This is an optimization exercise on Yosys and OpenROAD, whose aim is small area, not a production implementation. The RTL was checked by simulation tests, not by an equivalence proof against the original design. Power is estimated from default activity; no workload was simulated. The clock port is modelled as an ideal driver; clocking choices that lean on that would not hold on a real chip.

==> flow/run.sh <==
#!/bin/bash
# The standard layout (standard.sh), with two changes:
#  - the port buffers are the smallest buffer cell (buf_1) instead of the one
#    buffer_ports picks by default;
#  - clock tree synthesis does not add dummy loads.
# make's full output goes to layout.log; ORFS keeps each step's log under orfs/logs.
set -euo pipefail
export BUFFER_PORTS_ARGS="-buffer_cell sky130_fd_sc_hd__buf_1"
export CTS_ARGS="-sink_clustering_enable -repair_clock_nets -sink_clustering_size 25 -sink_clustering_max_diameter 70 -buf_list sky130_fd_sc_hd__clkbuf_16 -dont_use_dummy_load"
bash standard.sh > layout.log 2>&1
==> standard.sh <==
#!/bin/bash
# synth_recipe.tcl (not shown) runs the flow's synth.tcl, then flattens the netlist and writes it again
# the make line also repeats each setting of config.mk as NAME=value (left out here)
make -C /OpenROAD-flow-scripts/flow DESIGN_CONFIG=/design/flow/config.mk WORK_HOME=/design/flow/orfs CLKGATE_MAP_FILE= SYNTH_SCRIPT=/design/flow/synth_recipe.tcl "${@:-finish}"
==> config.mk <==
export PLATFORM = sky130hd
export DESIGN_NAME = AXI_LITE_UART
export DESIGN_NICKNAME = AXI_LITE_UART
export VERILOG_FILES = /design/flow/design.v
export SDC_FILE = /design/flow/constraint.sdc
export NUM_CORES = 4
export LEC_CHECK = 0
export CAP_MARGIN = 20
export CORE_MARGIN = 2
export CORE_UTILIZATION = 40
export CTS_BUF_LIST = sky130_fd_sc_hd__clkbuf_16
export CTS_CLUSTER_DIAMETER = 70
export CTS_CLUSTER_SIZE = 25
export PLACE_DENSITY = 0.6
export SLEW_MARGIN = 20
==> constraint.sdc <==
create_clock -name core_clock -period 10.0 [get_ports {clk}]
set_input_delay 2.0000 -clock core_clock [delete_from_list [all_inputs] [get_ports {clk}]]
set_output_delay 2.0000 -clock core_clock [all_outputs]
set_load 0.01 [all_outputs]
==> design.v <==
`timescale 1ns/1ps
module BAUDGEN (
	input			clk,
	input			a_resetn,
	input		[3:0]	baudrate,
	output	wire		b_tick
);
	reg [9:0] cnt;
	reg [9:0] presc;
	always @(*) begin
		case (baudrate)
			4'h1:	 presc = 10'd324;
			4'h2:	 presc = 10'd216;
			4'h3:	 presc = 10'd162;
			4'h4:	 presc = 10'd107;
			4'h5:	 presc = 10'd80;
			4'h6:	 presc = 10'd53;
			4'h7:	 presc = 10'd26;
			4'h8:	 presc = 10'd12;
			4'h9:	 presc = 10'd10;
			4'ha:	 presc = 10'd6;
			default: presc = 10'd650;
		endcase
	end
	assign b_tick = (cnt == presc);
	always @(posedge clk or negedge a_resetn)
		if (!a_resetn) cnt <= 10'd0;
		else cnt <= (cnt < presc) ? cnt + 10'd1 : 10'd0;
endmodule
`timescale 1ns/1ps
module UART_RX (
	input			clk,
	input			a_resetn,
	input			b_tick,
	input			rx,
	input		[1:0]	parity,
	input			rd,
	output	reg	[7:0]	rx_byte,
	output	wire		empty,
	output	wire		full
);
	localparam [3:0] S_PAR = 4'd0, S_STOP = 4'd1, S_IDLE = 4'd2, S_START = 4'd7, S_D7 = 4'd15;
	reg [3:0] st;
	reg [3:0] cnt;
	reg xb;	 
	reg bp;	 
	reg acc;
	reg ok;
	reg done;
	wire bit_end = b_tick && (cnt == 4'd15);
	wire in_data = st[3];
	always @(posedge clk or negedge a_resetn) begin
		if (!a_resetn) begin
			st <= S_IDLE;
			cnt <= 4'd8;
			done <= 1'b0;
		end else begin
			done <= (st == S_STOP) && bit_end && rx && ok;
			if (st == S_IDLE) begin
				cnt <= 4'd8;
				if (!rx) st <= S_START;
			end else if (b_tick) begin
				cnt <= cnt + 4'd1;
				if (cnt == 4'd15) begin
					if (st == S_D7 && parity == 2'b00) st <= S_STOP;
					else st <= st + 4'd1;
				end
			end
		end
	end
	always @(posedge clk) begin
		if ((st == S_D7) && bit_end) ok <= 1'b1;
		else if ((st == S_PAR) && bit_end) begin
			if (parity == 2'b01) ok <= acc ^ rx;
			else if (parity == 2'b10) ok <= !(acc ^ rx);
		end
	end
	always @(posedge clk) begin
		if (st == S_IDLE) acc <= 1'b0;
		else if (in_data && bit_end) acc <= acc ^ rx;
		if (in_data && bit_end) xb <= rx;
	end
	reg [4:0] hp, tp;
	reg e;
	reg [7:0] hbyte;	 
	reg hv;
	reg rdl;	 
	wire one = (hp == tp);
	wire [4:0] hp_inc = hp + 5'd1;
	assign empty = e;
	assign full = !e && (hp_inc == tp);
	wire push = done && !full;
	wire pop = rd && !e;
	wire [2:0] widx = in_data ? st[2:0] - 3'd1 : 3'd7;
	wire we = bp && (tp == 5'd1);
	wire [7:0] wsel = we ? (8'd1 << widx) : 8'd0;
	reg [255:0] ring;	 
	wire [7:0] din = (ring[255 -: 8] & ~wsel) | ({8{xb}} & wsel);
	always @(posedge clk)
		ring <= {ring[247:0], din};
	wire [63:0] taps;
	genvar j;
	generate for (j = 0; j < 8; j = j + 1) begin : g_tap
		if (j == 0) assign taps[7:0] = din;
		else assign taps[8*j +: 8] = ring[32*j-8 +: 8];
	end endgenerate
	wire [2:0] sel = hp[4:2] + {2'b00, hp[1:0] == 2'b11};
	wire [7:0] tap = taps[8*sel +: 8];
	wire head_at_tap = (hp[1:0] == 2'b00);
	wire next_at_tap = (hp[1:0] == 2'b01);
	wire last_at_tap = (hp[1:0] == 2'b11);
	always @(posedge clk or negedge a_resetn) begin
		if (!a_resetn) begin
			hp <= 5'd0;
			tp <= 5'd1;
			e <= 1'b1;
			bp <= 1'b0;
			hv <= 1'b0;
			rdl <= 1'b0;
			rx_byte <= 8'd0;
		end else begin
			if (!pop) hp <= hp_inc;
			if (!push) tp <= tp + 5'd1;
			if (push) e <= 1'b0;
			else if (pop && one) e <= 1'b1;
			if (in_data && bit_end) bp <= 1'b1;
			else if (we) bp <= 1'b0;
			if (pop) hv <= next_at_tap;
			else if (head_at_tap) hv <= 1'b1;
			if (pop) begin
				if (hv) rx_byte <= hbyte;
				else if (head_at_tap) rx_byte <= tap;
				rdl <= !hv && !head_at_tap;
			end else if (rdl && last_at_tap) begin
				rx_byte <= tap;
				rdl <= 1'b0;
			end
		end
	end
	always @(posedge clk)
		if (pop ? next_at_tap : (head_at_tap && (!hv || e))) hbyte <= tap;
endmodule
`timescale 1ns/1ps
module UART_TX (
	input			clk,
	input			a_resetn,
	input			b_tick,
	input			wr,
	input		[7:0]	w_data,
	input		[1:0]	parity,
	output	wire	[7:0]	tx_byte,
	output	wire		empty,
	output	wire		full,
	output	reg		tx
);
	reg [1:0] hk, tk;	 
	reg [2:0] hd, td;
	reg e;
	wire pop;
	wire [2:0] hd_inc = hd + 3'd1;
	wire [2:0] td_inc = td + 3'd1;
	wire one = (hk == tk) && (hd == td);
	assign empty = e;
	assign full = !e && (hk == tk + 2'd1) && (td == ((tk == 2'd3) ? hd_inc : hd));
	wire push = wr && !full;
	always @(posedge clk or negedge a_resetn) begin
		if (!a_resetn) begin
			hk <= 2'd0;
			hd <= 3'd0;
			tk <= 2'd3;
			td <= 3'd1;
			e <= 1'b1;
		end else begin
			if (pop) hk <= hk + 2'd1;
			if (!(pop && hk == 2'd3)) hd <= hd_inc;
			if (push) tk <= tk + 2'd1;
			if (!(push && tk == 2'd3)) td <= td_inc;
			if (push) e <= 1'b0;
			else if (pop && one) e <= 1'b1;
		end
	end
	reg [7:0] hold_a, hold_b;
	always @(posedge clk)
		if (push && tk[0]) hold_a <= w_data;
	always @(posedge clk or negedge a_resetn)
		if (!a_resetn) hold_b <= 8'd0;
		else if (push && !tk[0]) hold_b <= w_data;
	assign tx_byte = tk[0] ? hold_b : hold_a;
	reg [255:0] ring;	 
	wire [31:0] din;	 
	wire busy;
	genvar k;
	generate for (k = 0; k < 4; k = k + 1) begin : g_ring
		wire we_new = (tk == k) && (td == 3'd0) && !(busy && full);
		wire we_old = (k == 3) ? (tk == 2'd0 && td == 3'd7) : (tk == k + 1 && td == 3'd0);
		assign din[8*k +: 8] = (we_new || we_old) ? (k[0] ? hold_b : hold_a) : ring[64*k+56 +: 8];
		always @(posedge clk)
			ring[64*k +: 64] <= {ring[64*k +: 56], din[8*k +: 8]};
	end endgenerate
	localparam [3:0] S_PAR = 4'd0, S_STOP = 4'd1, S_IDLE = 4'd2, S_START = 4'd7, S_D7 = 4'd15;
	reg [3:0] st;
	reg [3:0] cnt;
	reg get;
	reg nbit;	 
	reg [1:0] pbuf;
	reg pbit;
	assign pop = get;
	assign busy = (st != S_IDLE);
	wire bit_end = b_tick && (cnt == 4'd15);
	wire in_data = st[3];
	wire [1:0] sk = hk - 2'd1;
	wire spass = (hk == 2'd0) ? (hd == 3'd7) : (hd == 3'd0);
	wire [7:0] sbyte = din[8*sk +: 8];
	wire [2:0] nidx = st[2:0] + 3'd1;	 
	always @(posedge clk or negedge a_resetn) begin
		if (!a_resetn) begin
			st <= S_IDLE;
			cnt <= 4'd0;
			get <= 1'b0;
			tx <= 1'b1;
		end else begin
			get <= (st == S_IDLE) && b_tick && !e;
			if (st == S_IDLE) begin
				if (b_tick && !e) st <= S_START;
			end else if (b_tick) begin
				cnt <= cnt + 4'd1;
				if (cnt == 4'd15) begin
					if (st == S_D7 && pbuf == 2'b00) st <= S_STOP;
					else st <= st + 4'd1;
				end
			end
			case (st)
				S_START: tx <= 1'b0;
				S_PAR:	 tx <= (pbuf == 2'b11) ? tx : pbit;
				default: tx <= in_data ? ((cnt == 4'd0) ? nbit : tx) : 1'b1;
			endcase
		end
	end
	always @(posedge clk) begin
		if (st == S_IDLE) pbuf <= parity;
		if (st == S_START) pbit <= (pbuf == 2'b01);
		else if (in_data && bit_end) pbit <= pbit ^ tx;
		if (((st == S_START && !get) || (in_data && cnt != 4'd0)) && spass)
			nbit <= sbyte[nidx];
	end
endmodule
`timescale 1ns/1ps
module AXI_LITE_UART(
	input			clk,
	input			a_resetn,
	input		[15:0]	S_AXI_LITE_awaddr,
	input			S_AXI_LITE_awvalid,
	output	wire		S_AXI_LITE_awready,
	input		[31:0]	S_AXI_LITE_wdata,
	input		[3:0]	S_AXI_LITE_wstrb,
	input			S_AXI_LITE_wvalid,
	output	wire		S_AXI_LITE_wready,
	output	wire	[1:0]	S_AXI_LITE_bresp,
	output	wire		S_AXI_LITE_bvalid,
	input			S_AXI_LITE_bready,
	input		[15:0]	S_AXI_LITE_araddr,
	input			S_AXI_LITE_arvalid,
	output	wire		S_AXI_LITE_arready,
	output	reg	[31:0]	S_AXI_LITE_rdata,
	output	wire	[1:0]	S_AXI_LITE_rresp,
	output	wire		S_AXI_LITE_rvalid,
	input			S_AXI_LITE_rready,
	output	wire		Tx,
	input			Rx,
	output	wire		uart_interrupt
);
	localparam [1:0] W_IDLE = 2'b00, W_AW = 2'b01, W_W = 2'b11, W_B = 2'b10;
	reg [1:0] ws;
	reg [1:0] wcode;	 
	always @(posedge clk or negedge a_resetn) begin
		if (!a_resetn)
			ws <= W_IDLE;
		else case (ws)
			W_IDLE:	ws <= W_AW;
			W_AW:	if (S_AXI_LITE_awvalid) ws <= W_W;
			W_W:	if (S_AXI_LITE_wvalid) ws <= W_B;
			W_B:	if (S_AXI_LITE_bready) ws <= W_IDLE;
		endcase
	end
	wire aw_ok = (S_AXI_LITE_awaddr[15:4] == 12'd0) && (S_AXI_LITE_awaddr[1:0] == 2'd0);
	always @(posedge clk)
		if (ws != W_W)
			wcode <= aw_ok ? S_AXI_LITE_awaddr[3:2] : 2'b01;
	assign S_AXI_LITE_awready = (ws == W_AW) && S_AXI_LITE_awvalid;
	assign S_AXI_LITE_wready  = (ws == W_W) && S_AXI_LITE_wvalid;
	assign S_AXI_LITE_bvalid  = (ws == W_B);
	assign S_AXI_LITE_bresp   = 2'b00;
	wire wr_tx   = S_AXI_LITE_wvalid && (wcode == 2'b00);
	wire wr_baud = S_AXI_LITE_wvalid && (wcode == 2'b10);
	wire wr_par  = S_AXI_LITE_wvalid && (wcode == 2'b11);
	localparam [1:0] R_IDLE = 2'b00, R_AR = 2'b01, R_AR2 = 2'b11, R_R = 2'b10;
	reg [1:0] rs;
	reg [2:0] rcode;	 
	always @(posedge clk or negedge a_resetn) begin
		if (!a_resetn)
			rs <= R_IDLE;
		else case (rs)
			R_IDLE:	rs <= S_AXI_LITE_arvalid ? R_AR2 : R_AR;
			R_AR:	if (S_AXI_LITE_arvalid) rs <= R_R;
			R_AR2:	rs <= R_R;
			R_R:	if (S_AXI_LITE_rready) rs <= R_IDLE;
		endcase
	end
	wire ar_ok = (S_AXI_LITE_araddr[15:5] == 11'd0) && (S_AXI_LITE_araddr[1:0] == 2'd0) &&
		     (!S_AXI_LITE_araddr[4] || S_AXI_LITE_araddr[3:2] == 2'd0);
	always @(posedge clk)
		if (rs != R_R)
			rcode <= ar_ok ? S_AXI_LITE_araddr[4:2] : 3'b111;
	assign S_AXI_LITE_arready = rs[0] && S_AXI_LITE_arvalid;
	assign S_AXI_LITE_rvalid  = (rs == R_R);
	assign S_AXI_LITE_rresp   = 2'b00;
	wire rd_rx = S_AXI_LITE_arvalid && (rs != R_AR2) && (S_AXI_LITE_araddr == 16'h0004);
	reg [3:0] baudrate;
	reg [1:0] parity;
	wire [7:0] tx_byte, rx_byte;
	wire tx_full, tx_empty, rx_full, rx_empty;
	always @(posedge clk or negedge a_resetn) begin
		if (!a_resetn) begin
			baudrate <= 4'd0;
			parity <= 2'd0;
		end else begin
			if (wr_baud) baudrate <= S_AXI_LITE_wdata[3:0];
			if (wr_par) parity <= S_AXI_LITE_wdata[1:0];
		end
	end
	always @(*) begin
		case (rcode)
			3'd0:	 S_AXI_LITE_rdata = {24'd0, tx_byte};
			3'd1:	 S_AXI_LITE_rdata = {24'd0, rx_byte};
			3'd2:	 S_AXI_LITE_rdata = {28'd0, baudrate};
			3'd3:	 S_AXI_LITE_rdata = {30'd0, parity};
			3'd4:	 S_AXI_LITE_rdata = {28'd0, tx_full, tx_empty, rx_full, rx_empty};
			default: S_AXI_LITE_rdata = 32'd0;
		endcase
	end
	assign uart_interrupt = !rx_empty;
	wire b_tick;
	BAUDGEN baudgen_inst(
		.clk(clk),
		.a_resetn(a_resetn),
		.baudrate(baudrate),
		.b_tick(b_tick)
	);
	UART_TX uart_tx_inst(
		.clk(clk),
		.a_resetn(a_resetn),
		.b_tick(b_tick),
		.wr(wr_tx),
		.w_data(S_AXI_LITE_wdata[7:0]),
		.parity(parity),
		.tx_byte(tx_byte),
		.empty(tx_empty),
		.full(tx_full),
		.tx(Tx)
	);
	UART_RX uart_rx_inst(
		.clk(clk),
		.a_resetn(a_resetn),
		.b_tick(b_tick),
		.rx(Rx),
		.parity(parity),
		.rd(rd_rx),
		.rx_byte(rx_byte),
		.empty(rx_empty),
		.full(rx_full)
	);
endmodule
==> results.toml, run 1 <==
[run_status]
status = "no timing/DRC/antenna violations"

[worst_setup_path]
regToRegStartpoint = "uart_tx_inst.tk[0]$_DFFE_PN1P_"
ff2ff_path_depth = 10
path_max_fanout = 15
startpoint_type = "register"
crit_arrival_ps = 3550
worstPathRequired_ps = 8000
end_kind = "output port"
setup.worst_path.class = "reg -> out"
reg2reg_slack_ps = 5720
regToRegEndpoint = "uart_tx_inst.nbit$_DFFE_PP_"

[floorplanning]
core_um2 = 44410
die_w_um = 216.6
start_util = 0.4069
rows = 77
die_area_um2 = 46900
die_y_um = 216.6
ios = 119

[power_and_ir_drop]
switching_power_mw = 0.9420
sequentialPowerShare = 0.628
peakVddDrop_v = 0.0001469
p_clk_frac = 0.306
p_int_mw = 3.370
powerDensity_nw_per_um2 = 218.3
switching_share = 0.2184
power_frac_comb = 0.066
p_leak_nw = 7.977

[global_routing]
grt.total_usage = 0.1293
antenna_found_initial = 1
grt_start_max_net_pins = 81
grt_pass1_wl_um = 47720
grt-ovfl-total = 0
grt_pass1_vias = 8792

[finish]
final_layout_size_suffix_gt1_frac = 0.1114
final_cell_mix = "dfxtp_1 (514), nand2_1 (81), nor2_1 (76)"
final_common_cell = "dfxtp_1"
seq_area_um2 = 13090
multi_input_comb_area_um2 = 4621
num-fill-cells = 3987
nets = 1523
synthToLayoutAreaGrowth_pct = 9.305

[place]
dp_hpwl_um = 20980
place_worst_setup_slack_ps = 4960
portBuffers = 62
gp_congestion = 0.8114

[clocking]
path_clk_slew_ps = 90
clk_latency_ps = 540
cts_made_buffers = 34
cts.path.max_buffers = 3
cts_resized = 0
clkSinkCount = 620
post_cts_buffers = 0
root_buffer = "clkbuf_16"
cts.hold.buffers_added = 0
cts-htree-levels = 2
cts_tree = "built"

[logic_synthesis]
synth-async-reset-ratio = 0.1290
synth-seq-cells = 620
syn-mean-instance-area_um2 = 13.71
synth_edf_count = 26
netlist_instances = 1318
ys.flop_type = "dfxtp_1"
ys_warn_count = 4
synth_cell_types = 71
netlist_area_um2 = 18070
ys_seq_area_frac = 0.7240

[min_path]
hold_path_class = "reg -> reg"
holdPathStages = 0
min_to = "uart_tx_inst.ring[203]$_DFF_P_"
min_from = "uart_tx_inst.ring[195]$_DFF_P_"

[sta]
slew_headroom = 0.4631
fin_ws_ps = 4450
grt_setup_unrepaired = "false"
slew_viol_final = 0
period_share = 0.5550
finalClockSkew_ps = 68.88
fmax_mhz = 180.2
final-hold-violation-count = 0
worst_pin_slew_ps = 802.4
setup_tns_ps = 0
setup_viol_count_final = 0
fin_crit_ps = 5550

[run]
cap_violations = 0

[drt]
wl_per_cell_um = 15.18
dr_total_vias = 9029
viasPerCell = 4.549
detail-route-antenna-nets = 0
drc_errors = 0
drt_iter0_markers = 616
drt-total-wl_um = 30140
first_pass_iters = 5
## flip-flops by register name, indices dropped and copies added, names as in the netlist, 2 cells and up
| signal | flops |
|---|---|
| uart_rx_inst.cnt | 4 |
| uart_tx_inst.hold_a | 8 |
| uart_tx_inst.hk | 2 |
| uart_tx_inst.ring | 256 |
| uart_tx_inst.pbuf | 2 |
| uart_tx_inst.tk | 2 |
| uart_rx_inst.tp | 5 |
| uart_tx_inst.hd | 3 |
| uart_tx_inst.st | 4 |
| uart_tx_inst.td | 3 |
| uart_tx_inst.cnt | 4 |
| uart_rx_inst.hbyte | 8 |
| uart_rx_inst.rx_byte | 8 |
| baudgen_inst.cnt | 10 |
| parity | 2 |
| uart_rx_inst.st | 4 |
| wcode | 2 |
| ws | 2 |
| baudrate | 4 |
| rs | 2 |
| rcode | 3 |
| uart_rx_inst.ring | 256 |
| uart_tx_inst.hold_b | 8 |
| uart_rx_inst.hp | 5 |
## worst max-delay path, cell delays in order (launching register included)
cell     delay [ps]
dfstp_2         770
ha_1            500
mux2i_1         270
xnor2_1         110
nor4_1          680
a21oi_1         190
o21ai_0         320
buf_1           190
## per-layer routing
layer	routed length [µm]	global-route usage	part of all wire	up-vias
li1	-	-	-	4537
met1	14720	0.1778	0.49	4336
met2	13950	0.2123	0.46	110
met3	882	0.02246	0.029	46
met4	580	0.03265	0.019	0
met5	0	0	0	-
## how the worst max path moves through the flow
stage,slack [ps],to,from
CTS,4370,S_AXI_LITE_rdata[3],uart_tx_inst.tk[0]$_DFFE_PN1P_
detailed placement,4960,S_AXI_LITE_rdata[3],uart_tx_inst.tk[0]$_DFFE_PN1P_
global placement,4960,S_AXI_LITE_rdata[3],uart_tx_inst.tk[0]$_DFFE_PN1P_
floorplan,5310,S_AXI_LITE_rdata[1],uart_rx_inst.hp[0]$_DFFE_PN0N_
finish,4450,S_AXI_LITE_rdata[3],uart_tx_inst.tk[0]$_DFFE_PN1P_
global route,4190,S_AXI_LITE_rdata[3],uart_tx_inst.tk[0]$_DFFE_PN1P_
## cell usage after synthesis (4+ instances only)
| cell | instances | share of area |
|---|---|---|
| a2111oi_0 | 6 | 0.0029 |
| a21oi_1 | 28 | 0.0078 |
| a31oi_1 | 8 | 0.0028 |
| and2_1 | 4 | 0.0014 |
| buf_4 | 28 | 0.012 |
| clkbuf_1 | 24 | 0.0050 |
| dfrtp_1 | 70 | 0.097 |
| dfstp_2 | 10 | 0.015 |
| dfxtp_1 | 514 | 0.57 |
| edfxtp_1 | 26 | 0.043 |
| ha_1 | 53 | 0.037 |
| inv_1 | 42 | 0.0087 |
| mux2_2 | 67 | 0.042 |
| mux2i_1 | 13 | 0.0072 |
| mux4_2 | 16 | 0.020 |
| nand2_1 | 81 | 0.017 |
| nand2b_1 | 8 | 0.0028 |
| nand3_1 | 23 | 0.0064 |
| nand3b_1 | 4 | 0.0017 |
| nand4_1 | 15 | 0.0052 |
| nor2_1 | 76 | 0.016 |
| nor2b_1 | 8 | 0.0028 |
| nor3_1 | 19 | 0.0053 |
| nor4_1 | 9 | 0.0031 |
| o21a_1 | 5 | 0.0021 |
| o21ai_0 | 32 | 0.0089 |
| o221ai_1 | 5 | 0.0024 |
| o22ai_1 | 5 | 0.0017 |
| or2_2 | 7 | 0.0024 |
| xnor2_1 | 29 | 0.014 |
| xor2_1 | 21 | 0.010 |
## power by group through the flow
stage | clock network (mW) | logic (mW) | registers [mW]
after floorplan | 0 | 0.221 | 2.74
after global placement | 0 | 0.280 | 2.76
after detailed placement | 0 | 0.290 | 2.77
after CTS | 1.36 | 0.293 | 2.71
after global routing | 1.46 | 0.326 | 2.73
final | 1.32 | 0.284 | 2.71
## stage by stage
stage	util	hold slack, ps	std cells	instance area, µm²	total power [mW]
after floorplan	-	309.6	1345	18170	2.960
after global placement	0.4254	309.6	1950	18890	3.041
after detailed placement	0.4254	312.1	1950	18890	3.058
after CTS	0.4445	308.5	1984	19740	4.369
after global routing	0.4447	318.1	1984	19750	4.510
final	0.4448	304.9	1985	19750	4.312
## kinds of logic after synthesis
kind of cell,synth area share
other,0.0002075
muxes,0.06889
and+or+nand+nor,0.07006
AOI/OAI and AO/OA,0.04902
DFF,0.7240
xor gates and xnor gates,0.02423
buffers and inverters,0.02686
adders and majority gates,0.03669
## area by class of cell
| type | instances | area share |
|---|---|---|
| Inverter | 43 | 0.008171 |
| Clock buffer | 34 | 0.04307 |
| Sequential cell | 620 | 0.6624 |
| Multi-Input combinational cell | 626 | 0.2339 |
| Tap cell | 592 | 0.03750 |
| Antenna cell | 1 | 0.0001267 |
| Timing Repair Buffer | 69 | 0.01482 |
==> run 2, diff against run 1 <==
--- a/flow/run.sh
+++ b/flow/run.sh
@@ -7,4 +7,4 @@
 set -euo pipefail
 export BUFFER_PORTS_ARGS="-buffer_cell sky130_fd_sc_hd__buf_1"
-export CTS_ARGS="-sink_clustering_enable -repair_clock_nets -sink_clustering_size 25 -sink_clustering_max_diameter 70 -buf_list sky130_fd_sc_hd__clkbuf_16 -dont_use_dummy_load"
+export CTS_ARGS="-sink_clustering_enable -repair_clock_nets -sink_clustering_size 28 -sink_clustering_max_diameter 80 -buf_list sky130_fd_sc_hd__clkbuf_16 -dont_use_dummy_load"
 bash standard.sh > layout.log 2>&1
--- a/config.mk
+++ b/config.mk
@@ -10,6 +10,6 @@
 export CORE_UTILIZATION = 40
 export CTS_BUF_LIST = sky130_fd_sc_hd__clkbuf_16
-export CTS_CLUSTER_DIAMETER = 70
-export CTS_CLUSTER_SIZE = 25
+export CTS_CLUSTER_DIAMETER = 80
+export CTS_CLUSTER_SIZE = 28
 export PLACE_DENSITY = 0.6
 export SLEW_MARGIN = 20
==> results.toml, run 2 <==
[run_status]
status = "no timing/DRC/antenna violations"

[worst_setup_path]
reg2reg_slack_ps = 5750
setup.worst_path.class = "reg -> out"
ff2ff_path_depth = 10
path_max_fanout = 15
end_kind = "output port"
worstPathRequired_ps = 8000
startpoint_type = "register"
regToRegEndpoint = "uart_tx_inst.nbit$_DFFE_PP_"
crit_arrival_ps = 3560
regToRegStartpoint = "uart_tx_inst.tk[0]$_DFFE_PN1P_"

[global_routing]
grt.total_usage = 0.1278
grt_start_max_net_pins = 81
grt_pass1_wl_um = 47320
grt_pass1_vias = 8701
antenna_found_initial = 1
grt-ovfl-total = 0

[floorplanning]
rows = 77
die_w_um = 216.6
ios = 119
die_area_um2 = 46900
die_y_um = 216.6
start_util = 0.4069
core_um2 = 44410

[finish]
nets = 1516
final_cell_mix = "dfxtp_1 (514), nand2_1 (81), nor2_1 (76)"
final_common_cell = "dfxtp_1"
num-fill-cells = 3995
final_layout_size_suffix_gt1_frac = 0.1069
synthToLayoutAreaGrowth_pct = 8.336
largestRegisters = "uart_rx_inst.ring x256, uart_tx_inst.ring x256, baudgen_inst.cnt x10"
final_cell_count_no_fill = 1978

[sta]
period_share = 0.5563
fmax_mhz = 179.7
grt_setup_unrepaired = "false"
slew_headroom = 0.4676
fin_crit_ps = 5563
whs_ps = 293.9
setup_viol_count_final = 0
fin_ws_ps = 4437
worst_pin_slew_ps = 795.6
setup_tns_ps = 0
finalClockSkew_ps = 41.40
slew_viol_final = 0
final-hold-violation-count = 0

[drt]
drt-total-wl_um = 29890
wl_per_cell_um = 15.11
dr_total_vias = 8995
first_pass_iters = 5
detail-route-antenna-nets = 0
viasPerCell = 4.548
drc_errors = 0
drt_iter0_markers = 561

[place]
dp_hpwl_um = 20980
place_worst_setup_slack_ps = 4960
portBuffers = 62
gp_congestion = 0.8114
dpl.cell_count = 1950

[logic_synthesis]
ys_warn_count = 4
synth.top_cells.by_count = "dfxtp_1 (514), nand2_1 (81), nor2_1 (76)"
synth_top_area_frac = 0.5694
synth_cell_types = 71
yosysTopAreaCell = "dfxtp_1"
synth.area.mux_share = 0.06889
synth-seq-cells = 620
syn-mean-instance-area_um2 = 13.71
ys_seq_area_frac = 0.7240
ys.flop_type = "dfxtp_1"
synth_compound_area_frac = 0.04902
synth_edf_count = 26
netlist_area_um2 = 18070
post-synth-top-count-cell = "dfxtp_1"
yosys.area_share.simple = 0.07006
synth-async-reset-ratio = 0.1290
yosys.area_share.xor_xnor = 0.02423
synthAdderAreaFrac = 0.03669
synth_top_family_by_area = "simple AND/OR/NAND/NOR gates"
ys_top_cells_by_area = "dfxtp_1 (57%), dfrtp_1 (9.7%), edfxtp_1 (4.3%)"
netlist_instances = 1318

[clocking]
path_clk_slew_ps = 100
cts-htree-levels = 1
cts_tree = "built"
cts_resized = 0
cts.path.max_buffers = 3
post_cts_buffers = 0
clkSinkCount = 620
root_buffer = "clkbuf_16"
clk_latency_ps = 580
cts_made_buffers = 27
cts.hold.buffers_added = 0

[min_path]
hold_path_class = "reg -> reg"
min_from = "uart_tx_inst.ring[213]$_DFF_P_"
holdPathStages = 0
min_to = "uart_tx_inst.ring[221]$_DFF_P_"

[power_and_ir_drop]
powerDensity_nw_per_um2 = 212.4
total_power_mw = 4.158
p_leak_nw = 7.891
peakVddDrop_v = 0.0001698

[run]
cap_violations = 0
==> run 2: critical path, cell delays in order, from the launching register on <==
cell,delay [ps]
dfstp_2,750
ha_1,510
mux2i_1,270
xnor2_1,110
nor4_1,670
a21oi_1,180
o21ai_0,320
buf_1,190
==> run 2: worst max-delay path by stage <==
stage / to / depth (start not counted) / startpoint / slack [ps]
6_report: S_AXI_LITE_rdata[3] / 7 / uart_tx_inst.tk[0]$_DFFE_PN1P_ / 4440
3_3_place_gp: S_AXI_LITE_rdata[3] / 7 / uart_tx_inst.tk[0]$_DFFE_PN1P_ / 4960
5_1_grt: S_AXI_LITE_rdata[3] / 7 / uart_tx_inst.tk[0]$_DFFE_PN1P_ / 4170
4_1_cts: S_AXI_LITE_rdata[3] / 7 / uart_tx_inst.tk[0]$_DFFE_PN1P_ / 4340
3_5_place_dp: S_AXI_LITE_rdata[3] / 7 / uart_tx_inst.tk[0]$_DFFE_PN1P_ / 4960
2_1_floorplan: S_AXI_LITE_rdata[1] / 10 / uart_rx_inst.hp[0]$_DFFE_PN0N_ / 5310
==> run 2: cell families (layout without fill, tap and decap cells) <==
logic type / count (synthesis) / after routing
buf+inv: 99 / 139
compound gates: 131 / 131
mux: 96 / 96
fa+ha+maj: 53 / 53
other cells: 1 / 29
simple gates: 268 / 268
xor+xnor: 50 / 50
flops: 620 / 620
==> run 2: stage by stage <==
stage | util | area, µm²
final | 0.4408 | 19580
after global placement | 0.4254 | 18890
after detailed placement | 0.4254 | 18890
after CTS | 0.4406 | 19570
after global routing | 0.4408 | 19580
after floorplan | - | 18170
==> run 2: power by group <==
part           switching, mW  internal [mW]
clock                  0.682          0.483
combinational          0.156          0.129
sequential            0.0760           2.63
==> run 2: per-layer routing <==
layer / wire length [µm] / global-route usage
met1: 14570 / 0.1755
met5: 0 / 0
met2: 13860 / 0.2110
met4: 614 / 0.03014
met3: 838 / 0.02204
==> run 2: cell type report <==
cell class	count	area, µm²	share of cell area
Inverter	43	161.4	0.008244
Antenna cell	1	2.502	0.0001278
Tap cell	592	740.7	0.03783
Multi-Input combinational cell	626	4621	0.2360
Clock buffer	27	675.6	0.03451
Sequential cell	620	13090	0.6683
Timing Repair Buffer	69	292.8	0.01495
==> run 3, diff against run 2 <==
--- a/flow/run.sh
+++ b/flow/run.sh
@@ -7,4 +7,4 @@
 set -euo pipefail
 export BUFFER_PORTS_ARGS="-buffer_cell sky130_fd_sc_hd__buf_1"
-export CTS_ARGS="-sink_clustering_enable -repair_clock_nets -sink_clustering_size 28 -sink_clustering_max_diameter 80 -buf_list sky130_fd_sc_hd__clkbuf_16 -dont_use_dummy_load"
+export CTS_ARGS="-sink_clustering_enable -repair_clock_nets -sink_clustering_size 30 -sink_clustering_max_diameter 80 -buf_list sky130_fd_sc_hd__clkbuf_16 -dont_use_dummy_load"
 bash standard.sh > layout.log 2>&1
--- a/config.mk
+++ b/config.mk
@@ -8,8 +8,8 @@
 export CAP_MARGIN = 20
 export CORE_MARGIN = 2
-export CORE_UTILIZATION = 40
+export CORE_UTILIZATION = 55
 export CTS_BUF_LIST = sky130_fd_sc_hd__clkbuf_16
 export CTS_CLUSTER_DIAMETER = 80
-export CTS_CLUSTER_SIZE = 28
-export PLACE_DENSITY = 0.6
+export CTS_CLUSTER_SIZE = 30
+export PLACE_DENSITY = 0.8
 export SLEW_MARGIN = 20
==> results.toml, run 3 <==
[sta]
slew_headroom = 0.3451
setup_tns_ps = 0
slew_viol_final = 0
fin_ws_ps = 4496
finalClockSkew_ps = 41.67
whs_ps = 283.6
fin_crit_ps = 5504
grt_setup_unrepaired = "false"
worst_pin_slew_ps = 975.8
setup_viol_count_final = 0
fmax_mhz = 181.7
period_share = 0.5504
final-hold-violation-count = 0

[global_routing]
grt.total_usage = 0.1777
grt_pass1_wl_um = 47880
grt_start_max_net_pins = 44
grt_pass1_vias = 9167
grt-ovfl-total = 0
antenna_found_initial = 0

[logic_synthesis]
yosys.area_share.xor_xnor = 0.02423
synth.area.mux_share = 0.06889
ys.flop_type = "dfxtp_1"
yosysTopAreaCell = "dfxtp_1"
synthAdderAreaFrac = 0.03669
yosys.area_share.simple = 0.07006
synth_top_family_by_area = "simple AND/OR/NAND/NOR gates"
synth-seq-cells = 620
netlist_instances = 1318
ys_warn_count = 4
synth_edf_count = 26
post-synth-top-count-cell = "dfxtp_1"
synth_compound_area_frac = 0.04902
syn-mean-instance-area_um2 = 13.71
netlist_area_um2 = 18070
synth_top_area_frac = 0.5694
synth.top_cells.by_count = "dfxtp_1 (514), nand2_1 (81), nor2_1 (76)"
ys_top_cells_by_area = "dfxtp_1 (57%), dfrtp_1 (9.7%), edfxtp_1 (4.3%)"
synth-async-reset-ratio = 0.1290
synth_cell_types = 71
ys_seq_area_frac = 0.7240

[worst_setup_path]
reg2reg_slack_ps = 5720
cpPeakStageDelay_ps = 790
worstPathRequired_ps = 8000
path_max_fanout = 15
cp_slowest_cell = "dfstp_2"
regToRegEndpoint = "uart_tx_inst.nbit$_DFFE_PP_"
path_cells = "ha_1 -> mux2i_1 -> xnor2_1 -> nor4_1 -> a21oi_1 -> o21ai_0 -> buf_1"
regToRegStartpoint = "uart_tx_inst.tk[0]$_DFFE_PN1P_"
ff2ff_path_depth = 10
path_buf_inv = 1
crit_arrival_ps = 3500
setup.worst_path.class = "reg -> out"
path_delay_family = "flip-flops"
crit_cells = 7
end_kind = "output port"
startpoint_type = "register"

[drt]
drc_errors = 0
drt_iter0_markers = 586
first_pass_iters = 5
wl_per_cell_um = 16.40
detail-route-antenna-nets = 0
viasPerCell = 5.040
dr_total_vias = 9182
drt-total-wl_um = 29880

[finish]
diodes = 0
final_cell_mix = "dfxtp_1 (514), nand2_1 (81), nor2_1 (76)"
synthToLayoutAreaGrowth_pct = 6.840
final_common_cell = "dfxtp_1"
postLayoutCoreUtil = 0.5950
final_layout_size_suffix_gt1_frac = 0.1029
largestRegisters = "uart_rx_inst.ring x256, uart_tx_inst.ring x256, baudgen_inst.cnt x10"
nets = 1511

[place]
dp_hpwl_um = 20920
gp_congestion = 0.8972
portBuffers = 62
place_worst_setup_slack_ps = 5105

[min_path]
hold_path_class = "reg -> reg"
min_from = "uart_rx_inst.ring[138]$_DFF_P_"
holdPathStages = 0
min_to = "uart_rx_inst.ring[146]$_DFF_P_"

[clocking]
cts-htree-levels = 1
cts.path.max_buffers = 3
path_clk_slew_ps = 100
cts.hold.buffers_added = 0
cts_tree = "built"
clkSinkCount = 620
cts_made_buffers = 25
cts_resized = 0
post_cts_buffers = 0
clk_latency_ps = 560
root_buffer = "clkbuf_16"

[power_and_ir_drop]
total_power_mw = 4.115
p_leak_nw = 7.848
powerDensity_nw_per_um2 = 213.1
peakVddDrop_v = 0.0001864

[floorplanning]
die_w_um = 185.3
start_util = 0.5569
core_um2 = 32450
ios = 119
die_area_um2 = 34330
die_y_um = 185.3
rows = 66

[run]
cap_violations = 0

[run_status]
status = "no timing/DRC/antenna violations"
-- run 3: cell counts after synthesis --
No cell type changed its count.
-- run 3: final cells by class --
type	instances	area, µm²
Multi-Input combinational cell	626	4617
Clock buffer	25	625.6
Tap cell	442	553.0
Fill cell	2475	13150
Timing Repair Buffer	66	266.5
Sequential cell	620	13090
Inverter	43	161.4
-- run 3: kinds of logic (layout without fill, tap and decap cells) --
group                    count (synthesis)  in the layout
flip-flops                             620            620
AND/OR/NAND/NOR                        268            268
AO/OA/AOI/OAI                          131            131
buffers and inverters                   99            134
multiplexers                            96             96
adder cells (fa/ha/maj)                 53             53
XOR/XNOR                                50             50
other                                    1             28
-- run 3: worst max-delay path by stage --
stage,startpoint,endpoint,slack (ps)
2_1_floorplan,uart_rx_inst.hp[0]$_DFFE_PN0N_,S_AXI_LITE_rdata[1],5310
3_3_place_gp,uart_tx_inst.tk[0]$_DFFE_PN1P_,S_AXI_LITE_rdata[3],5110
3_5_place_dp,uart_tx_inst.tk[0]$_DFFE_PN1P_,S_AXI_LITE_rdata[3],5100
4_1_cts,uart_tx_inst.tk[0]$_DFFE_PN1P_,S_AXI_LITE_rdata[3],4490
5_1_grt,uart_tx_inst.tk[0]$_DFFE_PN1P_,S_AXI_LITE_rdata[3],4310
6_report,uart_tx_inst.tk[0]$_DFFE_PN1P_,S_AXI_LITE_rdata[3],4500
-- run 3: metal layers --
metal	vias up	GRT usage	part of all wire
met5	-	0	0
met1	4414	0.2400	0.45
met2	201	0.3003	0.48
met4	0	0.04508	0.025
met3	60	0.02772	0.043
li1	4507	-	-
-- run 3: worst register-to-register path: stages (launching register included) --
cell and delay [ps]:
dfstp_2 790, ha_1 490, mux2i_1 270, xnor2_1 120, nor4_1 670, a21o_2 340, nand2_4 130, mux2_2 320
a32o_1 270, or4b_1 520, o211a_1 150
-- run 3: where the power goes --
part | switching (mW) | internal, mW | leakage, nW
clock network | 0.676 | 0.450 | 0.308
registers | 0.0760 | 2.63 | 5.43
logic | 0.150 | 0.128 | 2.11
-- run 3: per-stage QoR --
step | instance area, µm² | cells
2_1_floorplan | 18170 | 1345
3_3_place_gp | 18680 | 1797
3_5_place_dp | 18680 | 1797
4_1_cts | 19310 | 1822
5_1_grt | 19310 | 1822
6_report | 19310 | 1822
==> run 4, diff against run 3 <==
--- a/design.v
+++ b/design.v
@@ -92,9 +92,7 @@
 	wire push = done && !full;
 	wire pop = rd && !e;
-	wire [2:0] widx = in_data ? st[2:0] - 3'd1 : 3'd7;
 	wire we = bp && (tp == 5'd1);
-	wire [7:0] wsel = we ? (8'd1 << widx) : 8'd0;
 	reg [255:0] ring;	 
-	wire [7:0] din = (ring[255 -: 8] & ~wsel) | ({8{xb}} & wsel);
+	wire [7:0] din = we ? {xb, ring[255 -: 7]} : ring[255 -: 8];
 	always @(posedge clk)
 		ring <= {ring[247:0], din};
==> results.toml, run 4 <==
[worst_setup_path]
startpoint_type = "register"
worstPathRequired_ps = 8000
setup.worst_path.class = "reg -> out"
path_max_fanout = 18
end_kind = "output port"
crit_arrival_ps = 3460

[min_path]
hold_path_class = "reg -> reg"

[logic_synthesis]
synth.area.mux_share = 0.07112
synth_edf_count = 26
ys.flop_type = "dfxtp_1"
synth-seq-cells = 620
synth-async-reset-ratio = 0.1290
ys_seq_area_frac = 0.7249
ys_warn_count = 4
post-synth-top-count-cell = "dfxtp_1"
yosys.area_share.xor_xnor = 0.02371
synth_compound_area_frac = 0.05019
netlist_instances = 1301
synthAdderAreaFrac = 0.03605
synth_cell_types = 76
syn-mean-instance-area_um2 = 13.87
ys_top_cells_by_area = "dfxtp_1 (57%), dfrtp_1 (9.7%), edfxtp_1 (4.3%)"
synth.top_cells.by_count = "dfxtp_1 (514), dfrtp_1 (70), nand2_1 (68)"
yosys.area_share.simple = 0.06759
synth_top_family_by_area = "multiplexers"
yosysTopAreaCell = "dfxtp_1"
netlist_area_um2 = 18050
synth_top_area_frac = 0.5701

[sta]
fin_crit_ps = 5457
period_share = 0.5457
final-hold-violation-count = 0
slew_viol_final = 0
setup_tns_ps = 0
fmax_mhz = 183.3
slew_headroom = 0.3047
setup_viol_count_final = 0
worst_pin_slew_ps = 1036
finalClockSkew_ps = 30.79
grt_setup_unrepaired = "false"

[drt]
drt-total-wl_um = 29720
viasPerCell = 5.007
drc_errors = 0
dr_total_vias = 9033
detail-route-antenna-nets = 0
first_pass_iters = 5
wl_per_cell_um = 16.47
drt_iter0_markers = 499

[clocking]
clk_latency_ps = 560
cts_made_buffers = 24
clkSinkCount = 620
post_cts_buffers = 0
cts_resized = 0
cts_tree = "built"
root_buffer = "clkbuf_16"
cts.hold.buffers_added = 0
cts.path.max_buffers = 3
cts-htree-levels = 1
path_clk_slew_ps = 100

[finish]
largestRegisters = "uart_rx_inst.ring x256, uart_tx_inst.ring x256, baudgen_inst.cnt x10"
final_cell_count_no_fill = 1804
synthToLayoutAreaGrowth_pct = 6.599
final_cell_mix = "dfxtp_1 (514), dfrtp_1 (70), nand2_1 (68)"
final_layout_size_suffix_gt1_frac = 0.09912
final_common_cell = "dfxtp_1"
diodes = 0
nets = 1492

[place]
dpl.cell_count = 1779
gp_congestion = 0.8276
portBuffers = 62
dp_hpwl_um = 20180

[floorplanning]
core_um2 = 32450
rows = 66
ios = 119
die_y_um = 185.2
die_area_um2 = 34280
start_util = 0.5562
die_w_um = 185.2

[power_and_ir_drop]
powerDensity_nw_per_um2 = 203.8
peakVddDrop_v = 0.0002203
p_leak_nw = 7.737

[global_routing]
antenna_found_initial = 0
grt_start_max_net_pins = 81
grt_pass1_wl_um = 47180
grt.total_usage = 0.1749
grt-ovfl-total = 0
grt_pass1_vias = 9087

[run]
cap_violations = 0

[run_status]
status = "no timing/DRC/antenna violations"
run 4: changes by cell type after synthesis, sizes merged, moves of 5 or more:
cell | before | now
a21oi | 28 | 37
a31oi | 8 | 2
and2 | 4 | 10
clkbuf | 24 | 18
mux2i | 13 | 21
nand2 | 82 | 69
nand4 | 15 | 10
nor2 | 77 | 62
nor3 | 19 | 29
o31ai | 2 | 7
run 4: worst paths after layout:
path                                                startpoint                             end  slack (ps)  depth (start not counted)
worst max-delay path            uart_rx_inst.hp[0]$_DFFE_PN0N_             S_AXI_LITE_rdata[1]        4540                          9
min in group asynchronous                             a_resetn               rs[0]$_DFFE_PN0P_        1460                          1
worst min register to register  uart_tx_inst.ring[222]$_DFF_P_  uart_tx_inst.ring[230]$_DFF_P_         320                          0
max in group asynchronous                             a_resetn   baudgen_inst.cnt[5]$_DFF_PN0_        8010                          1
worst min-delay path            uart_tx_inst.ring[222]$_DFF_P_  uart_tx_inst.ring[230]$_DFF_P_         320                          0
worst max register to register  uart_tx_inst.tk[0]$_DFFE_PN1P_     uart_tx_inst.nbit$_DFFE_PP_        5990                         11
run 4: cell type report:
cell class	count	area (µm²)
inverters	40	150.1
fillers	2446	13210
flip-flops and latches	620	13090
repair buffers	64	252.7
multi-input cells	614	4599
clock buffers	24	600.6
well taps	442	553.0
run 4: power breakdown:
| group | switching [mW] | total, mW | internal, mW |
|---|---|---|---|
| Combinational | 0.135 | 0.246 | 0.111 |
| Clock | 0.667 | 1.10 | 0.433 |
| Sequential | 0.0467 | 2.58 | 2.53 |
run 4: logic make-up (layout without fill, tap and decap cells):
| kind of cell | Yosys count | after routing |
|---|---|---|
| flops | 620 | 620 |
| simple gates | 249 | 249 |
| compound gates | 137 | 137 |
| mux | 100 | 100 |
| buf+inv | 94 | 128 |
| fa+ha+maj | 52 | 52 |
| xor+xnor | 48 | 48 |
| other cells | 1 | 28 |
run 4: layer usage:
layer  GRT usage  up-vias  part of all wire
li1            -     4451                 -
met1      0.2327     4361              0.46
met2      0.2986      164              0.48
met3     0.02163       57             0.030
met4     0.05746        0             0.029
met5           0        -                 0
run 4: worst max-delay path, cell delays in order (launching register included):
cell and delay [ps]:
dfrtp_1 490, ha_1 290, ha_1 980, xor2_1 130
nor4_1 200, nand3_1 170, nand2_1 100, o21ai_0 80
o32ai_1 230, buf_1 220
run 4: stage by stage:
step	hold slack [ps]	setup slack [ps]	instance area (µm²)	utilization	total power, mW
2_1_floorplan	309.6	5664	18150	-	2.806
3_3_place_gp	309.6	5136	18630	0.5741	2.861
3_5_place_dp	312.1	5109	18630	0.5741	2.877
4_1_cts	317.5	4502	19230	0.5926	3.945
5_1_grt	319.2	4202	19240	0.5929	4.060
6_report	318.5	4543	19240	0.5929	3.921
==> run 5, diff against run 4 <==
--- a/design.v
+++ b/design.v
@@ -43,4 +43,8 @@
 	reg [3:0] st;
 	reg [3:0] cnt;
+	function [3:0] cnt_next(input [3:0] c);
+		cnt_next = {c[2:0], c[3] ^ c[2] ^ (c[2:0] == 3'b000)};
+	endfunction
+	localparam [3:0] C_FIRST = 4'd0, C_MID = 4'd10, C_LAST = 4'd8;
 	reg xb;	 
 	reg bp;	 
@@ -48,19 +52,19 @@
 	reg ok;
 	reg done;
-	wire bit_end = b_tick && (cnt == 4'd15);
+	wire bit_end = b_tick && (cnt == C_LAST);
 	wire in_data = st[3];
 	always @(posedge clk or negedge a_resetn) begin
 		if (!a_resetn) begin
 			st <= S_IDLE;
-			cnt <= 4'd8;
+			cnt <= C_MID;
 			done <= 1'b0;
 		end else begin
 			done <= (st == S_STOP) && bit_end && rx && ok;
 			if (st == S_IDLE) begin
-				cnt <= 4'd8;
+				cnt <= C_MID;
 				if (!rx) st <= S_START;
 			end else if (b_tick) begin
-				cnt <= cnt + 4'd1;
-				if (cnt == 4'd15) begin
+				cnt <= cnt_next(cnt);
+				if (cnt == C_LAST) begin
 					if (st == S_D7 && parity == 2'b00) st <= S_STOP;
 					else st <= st + 4'd1;
@@ -199,4 +203,8 @@
 	reg [3:0] st;
 	reg [3:0] cnt;
+	function [3:0] cnt_next(input [3:0] c);
+		cnt_next = {c[2:0], c[3] ^ c[2] ^ (c[2:0] == 3'b000)};
+	endfunction
+	localparam [3:0] C_FIRST = 4'd0, C_MID = 4'd10, C_LAST = 4'd8;
 	reg get;
 	reg nbit;	 
@@ -205,5 +213,5 @@
 	assign pop = get;
 	assign busy = (st != S_IDLE);
-	wire bit_end = b_tick && (cnt == 4'd15);
+	wire bit_end = b_tick && (cnt == C_LAST);
 	wire in_data = st[3];
 	wire [1:0] sk = hk - 2'd1;
@@ -214,5 +222,5 @@
 		if (!a_resetn) begin
 			st <= S_IDLE;
-			cnt <= 4'd0;
+			cnt <= C_FIRST;
 			get <= 1'b0;
 			tx <= 1'b1;
@@ -222,6 +230,6 @@
 				if (b_tick && !e) st <= S_START;
 			end else if (b_tick) begin
-				cnt <= cnt + 4'd1;
-				if (cnt == 4'd15) begin
+				cnt <= cnt_next(cnt);
+				if (cnt == C_LAST) begin
 					if (st == S_D7 && pbuf == 2'b00) st <= S_STOP;
 					else st <= st + 4'd1;
@@ -231,5 +239,5 @@
 				S_START: tx <= 1'b0;
 				S_PAR:	 tx <= (pbuf == 2'b11) ? tx : pbit;
-				default: tx <= in_data ? ((cnt == 4'd0) ? nbit : tx) : 1'b1;
+				default: tx <= in_data ? ((cnt == C_FIRST) ? nbit : tx) : 1'b1;
 			endcase
 		end
@@ -239,5 +247,5 @@
 		if (st == S_START) pbit <= (pbuf == 2'b01);
 		else if (in_data && bit_end) pbit <= pbit ^ tx;
-		if (((st == S_START && !get) || (in_data && cnt != 4'd0)) && spass)
+		if (((st == S_START && !get) || (in_data && cnt != C_FIRST)) && spass)
 			nbit <= sbyte[nidx];
 	end
==> results.toml, run 5 <==
[sta]
worst_pin_slew_ps = 1008
finalClockSkew_ps = 51.85
fin_crit_ps = 5016
final-hold-violation-count = 0
grt_setup_unrepaired = "false"
period_share = 0.5016
slew_viol_final = 0
setup_tns_ps = 0
fmax_mhz = 199.4
whs_ps = 273.8
slew_headroom = 0.3238
setup_viol_count_final = 0

[clocking]
cts_resized = 0
cts_tree = "built"
cts-htree-levels = 1
root_buffer = "clkbuf_16"
clkSinkCount = 620
cts_made_buffers = 25
path_clk_slew_ps = 110
post_cts_buffers = 0
cts.path.max_buffers = 3
cts.hold.buffers_added = 0
clk_latency_ps = 570

[global_routing]
use_met1 = 0.2385
grt.total_usage = 0.1778
grt_pass1_vias = 9060
grt.busiest_layer = "met2"
grt-ovfl-total = 0
grt_pass1_wl_um = 47680
grt_use_met3 = 0.02910
grt_start_max_net_pins = 81
grt.met2_usage = 0.2993
antenna_found_initial = 2

[drt]
wl_per_cell_um = 16.55
dr_total_vias = 9020
drt_iter0_markers = 598
drc_errors = 0
viasPerCell = 5.031
drt-total-wl_um = 29680
first_pass_iters = 5
detail-route-antenna-nets = 0

[finish]
diodes = 0
final_layout_size_suffix_gt1_frac = 0.1021
final_common_cell = "dfxtp_1"
synthToLayoutAreaGrowth_pct = 6.925
multi_input_comb_area_um2 = 4559
seq_area_um2 = 13090
num-fill-cells = 2496
largestRegisters = "uart_rx_inst.ring x256, uart_tx_inst.ring x256, baudgen_inst.cnt x10"
nets = 1481
final_cell_mix = "dfxtp_1 (514), dfrtp_1 (69), nand2_1 (65)"
postLayoutCoreUtil = 0.5950

[logic_synthesis]
synth_edf_count = 26
synth.top_cells.by_count = "dfxtp_1 (514), dfrtp_1 (69), nand2_1 (65)"
ys_top_cells_by_area = "dfxtp_1 (57%), dfrtp_1 (9.6%), edfxtp_1 (4.3%)"
ys_warn_count = 4
ys.flop_type = "dfxtp_1"
syn-mean-instance-area_um2 = 14.04
yosysTopAreaCell = "dfxtp_1"
synth-async-reset-ratio = 0.1290
synth_top_area_frac = 0.5713
synth_cell_types = 77
ys_seq_area_frac = 0.7265
netlist_instances = 1283
post-synth-top-count-cell = "dfxtp_1"
netlist_area_um2 = 18010
synth-seq-cells = 620

[worst_setup_path]
regToRegStartpoint = "uart_tx_inst.hk[0]$_DFFE_PN0P_"
end_kind = "output port"
setup.worst_path.class = "reg -> out"
worstPathRequired_ps = 8000
reg2reg_slack_ps = 6020
regToRegEndpoint = "uart_tx_inst.nbit$_DFFE_PP_"
startpoint_type = "register"
path_max_fanout = 18
crit_arrival_ps = 3020
ff2ff_path_depth = 11

[floorplanning]
start_util = 0.5564
die_w_um = 185.0
ios = 119
die_y_um = 185.0
die_area_um2 = 34210
rows = 66
core_um2 = 32370

[min_path]
min_from = "uart_rx_inst.ring[50]$_DFF_P_"
holdPathStages = 0
min_to = "uart_rx_inst.ring[58]$_DFF_P_"
hold_path_class = "reg -> reg"

[run_status]
status = "no timing/DRC/antenna violations"

[place]
dp_hpwl_um = 20440
gp_congestion = 0.8431
portBuffers = 62

[power_and_ir_drop]
powerDensity_nw_per_um2 = 216.1
peakVddDrop_v = 0.0001888
p_leak_nw = 7.933
total_power_mw = 4.162

[run]
cap_violations = 0
[run 5: area by class of cell]
| type | count | share of cell area |
|---|---|---|
| clock buffer | 25 | 0.03248 |
| inverter | 42 | 0.008186 |
| tap | 442 | 0.02871 |
| multi-input combinational | 597 | 0.2367 |
| timing repair buffer | 67 | 0.01442 |
| sequential | 620 | 0.6795 |
[run 5: where the power goes]
part	switching, mW	leakage [nW]	internal [mW]
logic	0.162	2.19	0.133
clock network	0.672	0.308	0.450
registers	0.0821	5.43	2.66
[run 5: cells by family (layout without fill, tap and decap cells)]
group / count (synthesis) / after routing / share of synthesized area
buf+inv: 93 / 134 / 0.02598
mux: 105 / 105 / 0.07613
compound gates: 133 / 133 / 0.04918
other cells: 1 / 28 / 0.0002082
fa+ha+maj: 52 / 52 / 0.03612
xor+xnor: 42 / 42 / 0.02042
flops: 620 / 620 / 0.7265
simple gates: 237 / 237 / 0.06543
[run 5: worst max-delay path, cell delays in order, from the launching register on]
cell and delay [ps]:
dfrtp_1 460, ha_1 270, ha_1 300, buf_4 250, xor2_1 200, nor4_1 200, nand3_1 170, inv_1 80
a21oi_1 60, o32ai_1 220, buf_1 250
[run 5: stage by stage]
step	cells	area (µm²)	setup slack, ps
2_1_floorplan	1310	18110	5674
4_1_cts	1793	19260	4940
3_5_place_dp	1768	18630	5324
6_report	1793	19260	4984
3_3_place_gp	1768	18630	5477
5_1_grt	1793	19260	4778
[run 5: how the worst max path moves through the flow]
stage / endpoint / cells past startpoint / slack (ps) / start
floorplan: S_AXI_LITE_rdata[3] / 8 / 5670 / uart_tx_inst.tk[0]$_DFFE_PN1P_
global placement: uart_rx_inst.rx_byte[5]$_DFFE_PN0P_ / 7 / 5480 / S_AXI_LITE_araddr[1]
CTS: S_AXI_LITE_rdata[1] / 10 / 4940 / uart_rx_inst.hp[0]$_DFFE_PN0N_
finish: S_AXI_LITE_rdata[1] / 10 / 4980 / uart_rx_inst.hp[0]$_DFFE_PN0N_
global route: S_AXI_LITE_rdata[1] / 10 / 4780 / uart_rx_inst.hp[0]$_DFFE_PN0N_
detailed placement: uart_rx_inst.rx_byte[2]$_DFFE_PN0P_ / 7 / 5320 / S_AXI_LITE_araddr[1]
[run 5: layer usage]
layer | vias to the layer above | routed length, µm
met4 | 4 | 867
met5 | - | 32
li1 | 4421 | -
met1 | 4354 | 13720
met3 | 62 | 1153
met2 | 179 | 13910

## static timing again, ports no longer ideal
The flow's constraints put no driver on any port. The routed layouts listed below were extracted and timed again, unchanged, in two steps.
Step 1 sets driving cells, clkbuf_16 on the clock port and buf_2 on the other inputs (assumed; they add their load-dependent delay and slew).
Step 2 also shifts input and output timing later by t, the mid clock arrival at the registers, as if the neighbouring blocks saw the same clock.
Three values: ideal, step 1, step 2; two values: the first two.
run	shift t [ns]	setup slack, ns	worst setup path at the end	worst register clock-pin slew, ns
run 1	0.555	4.450 / 4.399 / 4.954	register to output	0.09 / 0.09
run 2	0.617	4.437 / 4.387 / 5.004	register to output	0.10 / 0.10
run 3	0.593	4.496 / 4.446 / 5.039	register to output	0.11 / 0.11
run 4	0.591	4.543 / 4.496 / 5.088	register to output	0.11 / 0.11
run 5	0.587	4.984 / 4.935 / 5.382	input to register	0.11 / 0.11
After both steps setup and hold are still met in every run listed.
